What follows belongs to an exercise in optimizing a design on an open flow for small area; a production flow would make more cautious choices.
RTL that was checked went through simulation tests only; none was proved equivalent to the original.
Power is estimated from default activity; no workload was simulated.

Setup of west:
## LEGLiteSingle
module LEGLiteSingle(
	iaddr,		 
	daddr,		 
	dwrite,		 
	dread,		 
	dwdata,		 
	alu_out,	 
	clock,
	idata,		 
	ddata,		 
	reset,
	probe
	);
Size in the first run: ~530 cells after synthesis, roughly 0.0067 mm² of cells after synthesis.
Settings: LEC_CHECK=0, CAP_MARGIN=10, CORE_MARGIN=2, CORE_UTILIZATION=50, GPL_TIMING_DRIVEN=0, SLEW_MARGIN=10; clock period 12.0 ns.
standard.sh (not shown) runs the stock make flow with config.mk's settings and CLKGATE_MAP_FILE= SYNTH_SCRIPT=/design/flow/synth_recipe.tcl, a recipe that flattens the netlist after the stock synthesis.
==> flow/flow/run.sh <==
#!/bin/bash
# Layout flow: the standard layout (standard.sh), except that synthesis maps
# the combinational logic with an area-oriented ABC script (flow/abc.script)
# and keeps the decoder modules Dec7 and Dec7n apart, so that their two copies per
# port stay.
# Registers, their names and cell types are as in the standard synthesis.
# The floorplan removes the buffers synthesis put on pass-through wires
# (REMOVE_ABC_BUFFERS); placement then buffers every port as usual.
set -euo pipefail
W=$(pwd)
F=$(cd "$(dirname "${BASH_SOURCE[0]}")" && pwd)

# ORFS's synth.tcl with the ABC script replaced
sed '/synth_preamble.tcl/a lset abc_args 1 '"$F"'/abc.script' \
    "$FLOW_HOME/scripts/synth.tcl" > "$W/area_synth.tcl"
grep -q "lset abc_args 1" "$W/area_synth.tcl"
# The standard flow's synthesis wrapper, sourcing the copy above
sed 's#source \$::env(SCRIPTS_DIR)/synth.tcl#source '"$W"'/area_synth.tcl#' \
    "$W/synth_recipe.tcl" > "$W/area_synth_recipe.tcl"
grep -q "area_synth.tcl" "$W/area_synth_recipe.tcl"
# standard.sh with that synthesis script
sed -E 's#SYNTH_SCRIPT=[^ ]+#SYNTH_SCRIPT='"$W"'/area_synth_recipe.tcl#' \
    "$W/standard.sh" > "$W/area_standard.sh"
grep -q "area_synth_recipe.tcl" "$W/area_standard.sh"

# port buffers: the smallest buffer; no dummy clock-tree loads
export BUFFER_PORTS_ARGS="-buffer_cell sky130_fd_sc_hd__buf_1"
export CTS_ARGS="-sink_clustering_enable -repair_clock_nets -dont_use_dummy_load -sink_clustering_size 8 -buf_list {sky130_fd_sc_hd__clkbuf_4} -root_buf sky130_fd_sc_hd__clkbuf_8"
# repair with small buffers (and upsizing) rather than 6x-16x buffers:
# the platform's don't-use cells plus the large buffers
DU=$(make -s -C "$FLOW_HOME" DESIGN_CONFIG="$W/config.mk" WORK_HOME="$W/orfs" print-DONT_USE_CELLS | sed -n 's/^DONT_USE_CELLS: //p')
[ -n "$DU" ]
DU="$DU sky130_fd_sc_hd__buf_6 sky130_fd_sc_hd__buf_8 sky130_fd_sc_hd__buf_12 sky130_fd_sc_hd__buf_16"
bash "$W/area_standard.sh" "DONT_USE_CELLS=$DU" "SYNTH_KEEP_MODULES=Dec7 Dec7n" REMOVE_ABC_BUFFERS=1 finish > "$W/make_finish.log" 2>&1 || { tail -50 "$W/make_finish.log"; exit 1; }
tail -5 "$W/make_finish.log"
==> flow/flow/abc.script <==
strash
&get -n
&fraig -x
&put
scorr
dc2
strash
&get -n
&dch -f
&nf -p -a -R 1000
&put
Setup changes, west to north
Settings: CAP_MARGIN changed from 10 to 0; SLEW_MARGIN changed from 10 to 0.
diff --git a/flow/flow/run.sh b/flow/flow/run.sh
--- a/flow/flow/run.sh
+++ b/flow/flow/run.sh
@@ -7,2 +6,0 @@
-# The floorplan removes the buffers synthesis put on pass-through wires
-# (REMOVE_ABC_BUFFERS); placement then buffers every port as usual.
@@ -34 +32 @@
-bash "$W/area_standard.sh" "DONT_USE_CELLS=$DU" "SYNTH_KEEP_MODULES=Dec7 Dec7n" REMOVE_ABC_BUFFERS=1 finish > "$W/make_finish.log" 2>&1 || { tail -50 "$W/make_finish.log"; exit 1; }
+bash "$W/area_standard.sh" "DONT_USE_CELLS=$DU" "SYNTH_KEEP_MODULES=Dec7 Dec7n" finish > "$W/make_finish.log" 2>&1 || { tail -50 "$W/make_finish.log"; exit 1; }
Findings:
The first-iteration DRC count in west is 1.11 times that in north.
north vs west — detailed-routing iteration count for the pre-antenna-repair pass rose 1.
To summarise north: no stage aborted, but the layout did not pass its checks, failing on max-capacitance violations, max-slew violations.
Final critical path time including I/O delays and setup (north over west): increase, 0.021 ns
No functional check of the RTL was part of any run of this note.


The RTL this note starts from:
==> flow/design.v <==
module RegFile(
	input  logic clock,
	input  logic [15:0] wdata,
	input  logic [2:0] waddr,
	input  logic write,
	input  logic [2:0] raddr_a,
	output logic [15:0] rdata_a,
	input  logic [2:0] raddr_b0,    
	input  logic [2:0] raddr_b1,    
	input  logic sel_b1,
	input  logic en_b,
	output logic [15:0] rdata_b
	);
logic [6:0][15:0] x;
genvar k;
generate for (k = 0; k < 7; k = k + 1) begin : regs
	always_ff @(posedge clock)
		if (write && waddr == k) x[k] <= wdata;
end endgenerate
always_comb begin
	rdata_a = 16'd0;
	rdata_b = 16'd0;
	for (int j = 0; j < 7; j = j + 1) begin
		rdata_a = rdata_a | (x[j] & {16{raddr_a == j}});
		rdata_b = rdata_b | (x[j] & {16{en_b && (sel_b1 ? raddr_b1 == j : raddr_b0 == j)}});
	end
end
endmodule
module ALU(
	input  logic [15:0] a,
	input  logic [15:0] b,
	input  logic sub,
	output logic [15:0] sum
	);
logic [15:0] bx;
logic [16:0] c;      
logic [15:0] s0;     
logic [15:0] p;      
logic c6, c11;       
assign bx = b ^ {16{sub}};
genvar i;
generate for (i = 0; i < 16; i = i + 1) begin : add
	logic ci;
	if (i == 0)                 assign ci = sub;
	else if (i == 6 || i == 11) assign ci = 1'b0;
	else                        assign ci = c[i];
	assign s0[i] = a[i] ^ bx[i] ^ ci;
	assign c[i+1] = (a[i] & bx[i]) | (a[i] & ci) | (bx[i] & ci);
	if (i == 6 || i == 11) assign p[i] = 1'b1;
	else if (i > 6)        assign p[i] = p[i-1] & s0[i-1];
	else                   assign p[i] = 1'b0;
end endgenerate
assign c6  = c[6];
assign c11 = c[11] | (c6 & p[10] & s0[10]);
assign sum[5:0]   = s0[5:0];
assign sum[10:6]  = s0[10:6]  ^ (p[10:6]  & {5{c6}});
assign sum[15:11] = s0[15:11] ^ (p[15:11] & {5{c11}});
endmodule
module Control(
	input  logic [3:0] opcode,
	output logic is_ld,
	output logic is_st,
	output logic is_b,
	output logic is_cbz,
	output logic is_andi,
	output logic sub,        
	output logic regwrite,   
	output logic useimm,     
	output logic b_en        
	);
always_comb begin
	is_ld    = opcode == 4'd5;
	is_st    = opcode == 4'd6;
	is_b     = opcode == 4'd4;
	is_cbz   = opcode == 4'd7;
	is_andi  = opcode == 4'd9;
	sub      = opcode == 4'd1 || opcode == 4'd10;
	regwrite = opcode == 4'd0 || opcode == 4'd1 || opcode == 4'd5 ||
	           opcode == 4'd8 || opcode == 4'd9 || opcode == 4'd10;
	useimm   = opcode == 4'd5 || opcode == 4'd6 ||
	           opcode == 4'd8 || opcode == 4'd10;
	b_en     = !(opcode == 4'd5 || opcode == 4'd8 || opcode == 4'd9 || opcode == 4'd10);
end
endmodule
module PCLogic(
	input  logic clock,
	input  logic reset,
	input  logic taken,
	input  logic [14:0] simm,
	output logic [14:0] pc
	);
logic [14:0] inc;
logic [14:0] nxt;
logic [15:0] c;
assign inc = taken ? simm : 15'd1;
assign c[0] = 1'b0;
genvar i;
generate for (i = 0; i < 15; i = i + 1) begin : add
	assign nxt[i] = pc[i] ^ inc[i] ^ c[i];
	assign c[i+1] = (pc[i] & inc[i]) | (pc[i] & c[i]) | (inc[i] & c[i]);
end endgenerate
always_ff @(posedge clock)
	if (reset) pc <= 15'd0;
	else       pc <= nxt;
endmodule
module LEGLiteSingle(
	iaddr,		 
	daddr,		 
	dwrite,		 
	dread,		 
	dwdata,		 
	alu_out,	 
	clock,
	idata,		 
	ddata,		 
	reset,
	probe
	);
output [15:0] iaddr;
output [15:0] daddr;
output dwrite;
output dread;
output [15:0] dwdata;
output [15:0] alu_out;
input clock;
input [15:0] idata;
input [15:0] ddata;
input reset;
output [15:0] probe;
wire [15:0] simm = {{10{idata[11]}}, idata[11:6]};
assign probe = simm;
wire is_ld, is_st, is_b, is_cbz, is_andi, sub, regwrite, useimm, b_en;
Control ctrl(
	.opcode(idata[15:12]),
	.is_ld(is_ld), .is_st(is_st), .is_b(is_b), .is_cbz(is_cbz),
	.is_andi(is_andi), .sub(sub), .regwrite(regwrite),
	.useimm(useimm), .b_en(b_en)
	);
assign dread = is_ld;
assign dwrite = is_st;
wire [15:0] rda, rdb, wd;
RegFile rf(
	.clock(clock),
	.wdata(wd), .waddr(idata[2:0]), .write(regwrite),
	.raddr_a(idata[5:3]), .rdata_a(rda),
	.raddr_b0(idata[11:9]), .raddr_b1(idata[2:0]), .sel_b1(is_st), .en_b(b_en), .rdata_b(rdb)
	);
assign dwdata = rdb;
wire [15:0] amask = simm | {16{~is_andi}};
wire [15:0] opa = rda & amask;
wire [15:0] simmg = simm & {16{useimm}};
wire [15:0] opb = (rdb & {16{~is_st}}) | simmg;
wire [15:0] sum;
ALU alu(.a(opa), .b(opb), .sub(sub), .sum(sum));
assign daddr = sum;
assign alu_out = sum;
assign wd = is_ld ? ddata : sum;
wire zero = ~|opa;    
wire taken = is_b | (is_cbz & zero);
wire [14:0] pc;
PCLogic pcl(.clock(clock), .reset(reset), .taken(taken), .simm(simm[14:0]), .pc(pc));
assign iaddr = {pc, 1'b0};
endmodule
==> flow/config.mk <==
export PLATFORM = sky130hd
export DESIGN_NAME = LEGLiteSingle
export DESIGN_NICKNAME = LEGLiteSingle
export VERILOG_FILES = /design/flow/design.v
export SDC_FILE = /design/flow/constraint.sdc
export NUM_CORES = 4
export LEC_CHECK = 0
export CAP_MARGIN = 0
export CORE_MARGIN = 2
export CORE_UTILIZATION = 55
export GPL_TIMING_DRIVEN = 0
export SLEW_MARGIN = 0
==> flow/constraint.sdc <==
create_clock -name core_clock -period 12.0 [get_ports {clock}]
set_input_delay 2.4000 -clock core_clock [delete_from_list [all_inputs] [get_ports {clock}]]
set_output_delay 2.4000 -clock core_clock [all_outputs]
set_load 0.01 [all_outputs]
==> flow/flow/run.sh <==
#!/bin/bash
# Layout flow: the standard layout (standard.sh), except that synthesis maps
# the combinational logic with an area-oriented ABC script (flow/abc.script).
# Registers, their names and cell types are as in the standard synthesis.
set -euo pipefail
W=$(pwd)
F=$(cd "$(dirname "${BASH_SOURCE[0]}")" && pwd)

# ORFS's synth.tcl with the ABC script replaced
sed '/synth_preamble.tcl/a lset abc_args 1 '"$F"'/abc.script' \
    "$FLOW_HOME/scripts/synth.tcl" > "$W/area_synth.tcl"
grep -q "lset abc_args 1" "$W/area_synth.tcl"
# The standard flow's synthesis wrapper, sourcing the copy above
sed 's#source \$::env(SCRIPTS_DIR)/synth.tcl#source '"$W"'/area_synth.tcl#' \
    "$W/synth_recipe.tcl" > "$W/area_synth_recipe.tcl"
grep -q "area_synth.tcl" "$W/area_synth_recipe.tcl"
# standard.sh with that synthesis script
sed -E 's#SYNTH_SCRIPT=[^ ]+#SYNTH_SCRIPT='"$W"'/area_synth_recipe.tcl#' \
    "$W/standard.sh" > "$W/area_standard.sh"
grep -q "area_synth_recipe.tcl" "$W/area_standard.sh"

# port buffers: the smallest buffer; no dummy clock-tree loads
export BUFFER_PORTS_ARGS="-buffer_cell sky130_fd_sc_hd__buf_1"
export CTS_ARGS="-sink_clustering_enable -repair_clock_nets -dont_use_dummy_load -sink_clustering_size 8 -buf_list {sky130_fd_sc_hd__clkbuf_4} -root_buf sky130_fd_sc_hd__clkbuf_8"
# repair with small buffers (and upsizing) rather than 6x-16x buffers:
# the platform's don't-use cells plus the large buffers
DU=$(make -s -C "$FLOW_HOME" DESIGN_CONFIG="$W/config.mk" WORK_HOME="$W/orfs" print-DONT_USE_CELLS | sed -n 's/^DONT_USE_CELLS: //p')
[ -n "$DU" ]
DU="$DU sky130_fd_sc_hd__buf_6 sky130_fd_sc_hd__buf_8 sky130_fd_sc_hd__buf_12 sky130_fd_sc_hd__buf_16"
bash "$W/area_standard.sh" "DONT_USE_CELLS=$DU" finish > "$W/make_finish.log" 2>&1 || { tail -50 "$W/make_finish.log"; exit 1; }
tail -5 "$W/make_finish.log"
Scripts as last shown in full above: flow/flow/abc.script
The baseline completed without violations.
Edit:
--- a/flow/flow/run.sh
+++ b/flow/flow/run.sh
@@ -22,10 +22,7 @@
 # port buffers: the smallest buffer; no dummy clock-tree loads
 export BUFFER_PORTS_ARGS="-buffer_cell sky130_fd_sc_hd__buf_1"
-export CTS_ARGS="-sink_clustering_enable -repair_clock_nets -dont_use_dummy_load -sink_clustering_size 8 -buf_list {sky130_fd_sc_hd__clkbuf_4} -root_buf sky130_fd_sc_hd__clkbuf_8"
-# repair with small buffers (and upsizing) rather than 6x-16x buffers:
-# the platform's don't-use cells plus the large buffers
-DU=$(make -s -C "$FLOW_HOME" DESIGN_CONFIG="$W/config.mk" WORK_HOME="$W/orfs" print-DONT_USE_CELLS | sed -n 's/^DONT_USE_CELLS: //p')
-[ -n "$DU" ]
-DU="$DU sky130_fd_sc_hd__buf_6 sky130_fd_sc_hd__buf_8 sky130_fd_sc_hd__buf_12 sky130_fd_sc_hd__buf_16"
-bash "$W/area_standard.sh" "DONT_USE_CELLS=$DU" finish > "$W/make_finish.log" 2>&1 || { tail -50 "$W/make_finish.log"; exit 1; }
+export CTS_ARGS="-sink_clustering_enable -repair_clock_nets -dont_use_dummy_load -buf_list {sky130_fd_sc_hd__clkbuf_4 sky130_fd_sc_hd__clkbuf_8} -root_buf sky130_fd_sc_hd__clkbuf_8"
+# repair with small buffers (and upsizing) rather than 6x-16x buffers
+export DONT_USE_CELLS="sky130_fd_sc_hd__buf_6 sky130_fd_sc_hd__buf_8 sky130_fd_sc_hd__buf_12 sky130_fd_sc_hd__buf_16"
+bash "$W/area_standard.sh" > "$W/make_finish.log" 2>&1 || { tail -50 "$W/make_finish.log"; exit 1; }
 tail -5 "$W/make_finish.log"
- CORE_UTILIZATION: 55 -> 40
- CTS_BUF_LIST: default -> sky130_fd_sc_hd__clkbuf_4
Effect: Clock power rises by 33%. Via count shrinks by 0.63%. Synthesized cell count is unchanged. Flip-flop and latch count is unchanged. Total power went up by 7.5%.
Edit:
--- a/flow/flow/run.sh
+++ b/flow/flow/run.sh
@@ -22,7 +22,10 @@
 # port buffers: the smallest buffer; no dummy clock-tree loads
 export BUFFER_PORTS_ARGS="-buffer_cell sky130_fd_sc_hd__buf_1"
-export CTS_ARGS="-sink_clustering_enable -repair_clock_nets -dont_use_dummy_load -buf_list {sky130_fd_sc_hd__clkbuf_4 sky130_fd_sc_hd__clkbuf_8} -root_buf sky130_fd_sc_hd__clkbuf_8"
-# repair with small buffers (and upsizing) rather than 6x-16x buffers
-export DONT_USE_CELLS="sky130_fd_sc_hd__buf_6 sky130_fd_sc_hd__buf_8 sky130_fd_sc_hd__buf_12 sky130_fd_sc_hd__buf_16"
-bash "$W/area_standard.sh" > "$W/make_finish.log" 2>&1 || { tail -50 "$W/make_finish.log"; exit 1; }
+export CTS_ARGS="-sink_clustering_enable -repair_clock_nets -dont_use_dummy_load -sink_clustering_size 8 -buf_list {sky130_fd_sc_hd__clkbuf_4} -root_buf sky130_fd_sc_hd__clkbuf_8"
+# repair with small buffers (and upsizing) rather than 6x-16x buffers:
+# the platform's don't-use cells plus the large buffers
+DU=$(make -s -C "$FLOW_HOME" DESIGN_CONFIG="$W/config.mk" WORK_HOME="$W/orfs" print-DONT_USE_CELLS | sed -n 's/^DONT_USE_CELLS: //p')
+[ -n "$DU" ]
+DU="$DU sky130_fd_sc_hd__buf_6 sky130_fd_sc_hd__buf_8 sky130_fd_sc_hd__buf_12 sky130_fd_sc_hd__buf_16"
+bash "$W/area_standard.sh" "DONT_USE_CELLS=$DU" finish > "$W/make_finish.log" 2>&1 || { tail -50 "$W/make_finish.log"; exit 1; }
 tail -5 "$W/make_finish.log"
- CORE_UTILIZATION: 40 -> 60
- CTS_BUF_LIST: sky130_fd_sc_hd__clkbuf_4 -> default
Combinational power shrinks by about 4.3%.
Critical path depth shrinks by 1.
Hold slack stays flat.
Edit:
--- a/flow/flow/run.sh
+++ b/flow/flow/run.sh
@@ -22,10 +22,5 @@
 # port buffers: the smallest buffer; no dummy clock-tree loads
 export BUFFER_PORTS_ARGS="-buffer_cell sky130_fd_sc_hd__buf_1"
-export CTS_ARGS="-sink_clustering_enable -repair_clock_nets -dont_use_dummy_load -sink_clustering_size 8 -buf_list {sky130_fd_sc_hd__clkbuf_4} -root_buf sky130_fd_sc_hd__clkbuf_8"
-# repair with small buffers (and upsizing) rather than 6x-16x buffers:
-# the platform's don't-use cells plus the large buffers
-DU=$(make -s -C "$FLOW_HOME" DESIGN_CONFIG="$W/config.mk" WORK_HOME="$W/orfs" print-DONT_USE_CELLS | sed -n 's/^DONT_USE_CELLS: //p')
-[ -n "$DU" ]
-DU="$DU sky130_fd_sc_hd__buf_6 sky130_fd_sc_hd__buf_8 sky130_fd_sc_hd__buf_12 sky130_fd_sc_hd__buf_16"
-bash "$W/area_standard.sh" "DONT_USE_CELLS=$DU" finish > "$W/make_finish.log" 2>&1 || { tail -50 "$W/make_finish.log"; exit 1; }
+export CTS_ARGS="-sink_clustering_enable -repair_clock_nets -dont_use_dummy_load"
+bash "$W/area_standard.sh" > "$W/make_finish.log" 2>&1 || { tail -50 "$W/make_finish.log"; exit 1; }
 tail -5 "$W/make_finish.log"
- CORE_UTILIZATION: 60 -> 40
- CTS_BUF_LIST: default -> sky130_fd_sc_hd__clkbuf_4
What happened: Via count falls by a few percent; cell area rises by a few percent; setup slack is worse by 0.031 ns; routed wire length rises by a few percent; register-to-register slack is better by 0.19 ns.

[separate check: timing with driven ports]
How much do the figures lean on ideal ports? The routed layouts below were timed once more, with nothing changed but the port constraints.
Step 1 sets driving cells, clkbuf_16 on the clock port and buf_2 on the other inputs (assumed; they add their load-dependent delay and slew).
Step 2 adds t to the input delays and takes it off the output delays; t is the mean of the earliest and latest rising clock arrival at the registers after step 1. Input paths then give back, and output paths get back, about the clock's delay inside the block.
a / b / c = ideal ports / drivers / drivers and shift; a / b = the first two.
run | t, ns | slack for setup (ns) | worst setup path at the end | worst slew at a driven data input, ns
west | 0.454 | 0.554 / 0.532 / 0.532 | input to output | 0.04
north | 0.432 | 0.533 / 0.487 / 0.483 | input to register | 0.06
the first run of note 2 | 0.427 | 0.378 / 0.346 / 0.206 | input to register | 0.04
the second run of note 2 | 0.462 | 0.300 / 0.267 / 0.069 | input to register | 0.04
the third run of note 2 | 0.441 | 0.340 / 0.312 / -0.057 | input to register | 0.04
the fourth run of note 2 | 0.453 | 0.309 / 0.277 / 0.050 | input to register | 0.04
With both steps, setup timing fails in the third run of note 2, where it was met with ideal ports. The setup slack of the third run of note 2, which loses most, moves by -0.028 ns with the drivers and by -0.397 ns with both steps.
